This is an optimization exercise on Yosys and OpenROAD, whose aim is small area and a short achievable clock period, not a production implementation. The RTL was checked by simulation tests, not by an equivalence proof against the original design. No activity file was given, so power comes from the tool's default toggle rates.

== run A ==
## processor
module processor(
  input clk,
  input rst,
  input [31:0] instruction,
  output [31:0] instruction_addr);
export LEC_CHECK = 0
export CAP_MARGIN = 20
export CORE_MARGIN = 2
export CORE_UTILIZATION = 60
export PLACE_DENSITY = 0.72
export SETUP_SLACK_MARGIN = 2.5
export SLEW_MARGIN = 20
export SYNTH_HIERARCHICAL = 1
export SYNTH_MINIMUM_KEEP_SIZE = 0
export TNS_END_PERCENT = 5
create_clock -name core_clock -period 12.5 [get_ports {clk}]
run.sh (not shown) runs the stock make flow with config.mk's settings and CLKGATE_MAP_FILE= SYNTH_SCRIPT=/design/flow/synth_recipe.tcl, a recipe that flattens the netlist after the stock synthesis.
What run B does differently from run A at the input level:
# run A
export LEC_CHECK = 0
export CAP_MARGIN = 20
export CORE_MARGIN = 2
export CORE_UTILIZATION = 60
export PLACE_DENSITY = 0.72
export SETUP_SLACK_MARGIN = 2.5
export SLEW_MARGIN = 20
export SYNTH_HIERARCHICAL = 1
export SYNTH_MINIMUM_KEEP_SIZE = 0
export TNS_END_PERCENT = 5
create_clock -name core_clock -period 12.5 [get_ports {clk}]
# run B
export LEC_CHECK = 0
export CAP_MARGIN = 20
export CORE_MARGIN = 2
export CORE_UTILIZATION = 60
export PLACE_DENSITY = 0.72
export SETUP_SLACK_MARGIN = 3.5
export SLEW_MARGIN = 20
export SYNTH_HIERARCHICAL = 1
export SYNTH_MINIMUM_KEEP_SIZE = 0
export TNS_END_PERCENT = 5
create_clock -name core_clock -period 12.5 [get_ports {clk}]
==> comparison <==
Run B: done, clean on timing, DRC and antenna. Delta (run B minus run A): fraction of the mapped netlist area in simple logic gates now sits at about the same level, wire length the detailed router placed on met1 now sits higher, sum of net half-perimeters after detailed placement now sits at about the same level. Run A -> run B: overall routed net length increased by a few percent. Delta(post-layout instance area, run B - run A) > 0. Higher setup slack after layout goes to run B over run A. Leakage power of the design (run B over run A): increase, 0.98 nW. Run B vs run A, termination of the worst setup path: rf[21][31]$_DFFE_PP_ vs pc[29]$_SDFFE_PP0P_.
Input-level comparison between run C and run B:
# run B
export LEC_CHECK = 0
export CAP_MARGIN = 20
export CORE_MARGIN = 2
export CORE_UTILIZATION = 60
export PLACE_DENSITY = 0.72
export SETUP_SLACK_MARGIN = 3.5
export SLEW_MARGIN = 20
export SYNTH_HIERARCHICAL = 1
export SYNTH_MINIMUM_KEEP_SIZE = 0
export TNS_END_PERCENT = 5
create_clock -name core_clock -period 12.5 [get_ports {clk}]
# run C
export LEC_CHECK = 0
export CAP_MARGIN = 20
export CORE_MARGIN = 2
export CORE_UTILIZATION = 55
export PLACE_DENSITY = 0.68
export SETUP_SLACK_MARGIN = 2.5
export SLEW_MARGIN = 20
export SYNTH_HIERARCHICAL = 1
export SYNTH_MINIMUM_KEEP_SIZE = 0
export TNS_END_PERCENT = 5
create_clock -name core_clock -period 12.5 [get_ports {clk}]
### Flow results
Changes observed in run C relative to run B: cell total after placement rose by 129, sum of net half-perimeters after detailed placement rose by 1.1 mm.
Number of nets in the finished design in run C is 2.3% below run B.
| internal power of the cells | run C vs run B | better |
Re number of ports placed on the die boundary: no difference whatsoever between run B and run C.
Run C: signal arrival time at the worst endpoint is 0.34 ns higher than what run B reported.
Run B → run C: global-route wire length before repair shows a reduction of about 3.3%, overall die area climbed about 9%, fraction of met2 tracks used by global routing moved down, detailed-routing iteration count for the pre-antenna-repair pass now sits lower.

run a:
processor, a different RTL version from the one above (not shown whole).
Size: ~6500 cells after synthesis, ~1100 flip-flops, roughly 66 I/O pins.
clock: 12.5 ns
lec_check: 0
cap_margin: 20
core_margin: 2
core_utilization: 40
place_density: 0.6
setup_slack_margin: 5
slew_margin: 20
Per the final summary, run a finished and its layout is clean on timing, DRC and antenna.
#### Input delta (run b over run a)
- SETUP_SLACK_MARGIN no longer set, was 5
### Flow results
- Run b vs run a — buffering overhead dropped 4.7 points.
- Leading cell type in the layout, fill and taps excluded: sky130_fd_sc_hd__buf_4 -> run b, sky130_fd_sc_hd__edfxtp_1 -> run a
- The minimum setup slack after placement of run b was inferior to that of run a.
- Between run b and run a, the latest clock arrival within the worst-skew pair figures differ only marginally.
- Taking run a as the reference, in run b sequential power share increased by 1.2 points relative to the old numbers, antenna cell count now sits higher.
- Diff run a -> run b: count of vias placed by the detailed router shrank by 3711; area of the multi-input gates went down by 4600 um2.
- Met1 demand-to-capacity share in global routing delta for run b relative to run a: 0.16 points lower

processor, a different RTL version from the one above (not shown whole).
Size: about 4,400 cells after synthesis, ~1,100 flip-flops, roughly 0.065 mm2 of cells after synthesis.
export LEC_CHECK = 0
export CAP_MARGIN = 20
export CORE_MARGIN = 2
export CORE_UTILIZATION = 60
export PLACE_DENSITY = 0.72
export SETUP_SLACK_MARGIN = 4
export SLEW_MARGIN = 20
export SYNTH_HIERARCHICAL = 1
export SYNTH_MINIMUM_KEEP_SIZE = 0
export TNS_END_PERCENT = 5
create_clock -name core_clock -period 12.5 [get_ports {clk}]
Next try:
- SETUP_SLACK_MARGIN: 4 -> 1.5
Effect:
- die area is unchanged
- synthesized cell count is unchanged
- core utilization decreases by 3.8 points
- global-route usage came out lower by 2.9 points
- power drops by about 2.7%
- routed wire length went down by about 8%
- clock skew is lower by 0.0084 ns
- final area fell by about 5%
- worst hold slack degrades by 0.0065 ns
- final cell count came out lower by 2.4%
- sequential share of layout area grows by 2.3 points
Next try:
- SETUP_SLACK_MARGIN: 1.5 -> 2.5
The changed run completed with no timing, DRC or antenna violations. Synthesized area does not change. Non-clock buffer count goes up by 47. Setup slack is better by 0.64 ns. Total power climbs by 0.86%. Flip-flop and latch count is unchanged. Sequential power stays flat. Combinational power is higher by 7.4%. Final area increases by 2.6%. Wire length goes up by 5.5%.

processor, a different RTL version from the one above (not shown whole).
Size in the first run: about 1100 flip-flops, roughly 66 I/O pins.
// processor
module processor(
  input clk,
  input rst,
  input [31:0] instruction,
  output [31:0] instruction_addr);
make LEC_CHECK=0 CAP_MARGIN=20 CORE_MARGIN=2 CORE_UTILIZATION=60 PLACE_DENSITY=0.72 SETUP_SLACK_MARGIN=2.5 SLEW_MARGIN=20 SYNTH_HIERARCHICAL=1 SYNTH_MINIMUM_KEEP_SIZE=0 finish   # period 12.5 ns
==> next run, changes <==
Settings changed: TNS_END_PERCENT set to 5.
Result: The changed run went through all stages and came out clean; wire length drops by a few percent; cell area falls by a few percent; critical path depth drops by 4; core utilization shrinks by 1.5 points; final cell count is lower slightly; hold slack gains 14 ps; synthesized area does not change; clock power falls by a few percent.
==> next run, changes <==
Settings changed: SETUP_SLACK_MARGIN 2.5 to 4.
Global-route usage rose by 0.51 points.
Design area came out lower slightly.
Non-clock buffer count went down by 82.
Routed wire length fell slightly.
==> next run, changes <==
Settings changed: SETUP_SLACK_MARGIN 4 to 1.5.
Core utilization falls by 2.1 points.
Final area decreases by a few percent.
Global-route usage goes down by 2.8 points.
Total power falls by a few percent.
Die area is unchanged.

static timing again, ports no longer ideal:
The results above use ideal ports. As a check the final layouts listed here were re-extracted and re-timed, cells and wires unchanged. Step 1: set_driving_cell puts a clkbuf_16 on clk and a buf_2 on each other input, an assumption about the parent block. Step 2 adds t to the input delays and takes it off the output delays; t is the mean of the earliest and latest rising clock arrival at the registers after step 1. Input paths then give back, and output paths get back, about the clock's delay inside the block. Slacks: ideal / step 1 / step 2; pairs: ideal / step 1.
| run | shift t [ns] | setup slack, ns | latest minus earliest clock arrival (ns) | pins driven straight from the clock port |
|---|---|---|---|---|
| run A of note 1 | 0.757 | 2.556 / 2.278 / 1.521 | 0.103 / 0.102 | 1 |
| run B of note 1 | 0.784 | 2.639 / 2.344 / 1.559 | 0.048 / 0.049 | 1 |
| run C of note 1 | 0.764 | 2.475 / 2.350 / 1.587 | 0.075 / 0.075 | 1 |
| run a of note 2 | 0.878 | 2.156 / 2.046 / 1.168 | 0.075 / 0.076 | 1 |
| run b of note 2 | 0.881 | 0.333 / 0.389 / -0.492 | 0.058 / 0.058 | 1 |
| the first run of note 3 | 0.778 | 2.757 / 2.306 / 1.528 | 0.052 / 0.053 | 1 |
| the second run of note 3 | 0.779 | 1.887 / 1.933 / 1.154 | 0.044 / 0.044 | 1 |
| the third run of note 3 | 0.756 | 2.523 / 2.258 / 1.502 | 0.069 / 0.070 | 1 |
| the first run of note 4 | 0.781 | 2.184 / 1.846 / 1.065 | 0.036 / 0.036 | 1 |
| the second run of note 4 | 0.777 | 2.093 / 1.889 / 1.112 | 0.044 / 0.044 | 1 |
| the third run of note 4 | 0.767 | 2.050 / 1.918 / 1.151 | 0.058 / 0.058 | 1 |
| the fourth run of note 4 | 0.756 | 1.627 / 1.622 / 0.867 | 0.058 / 0.059 | 1 |
With both steps, setup timing fails in run b of note 2, where it was met with ideal ports. The setup slack of the first run of note 3, which loses most, moves by -0.451 ns with the drivers and by -1.229 ns with both steps.
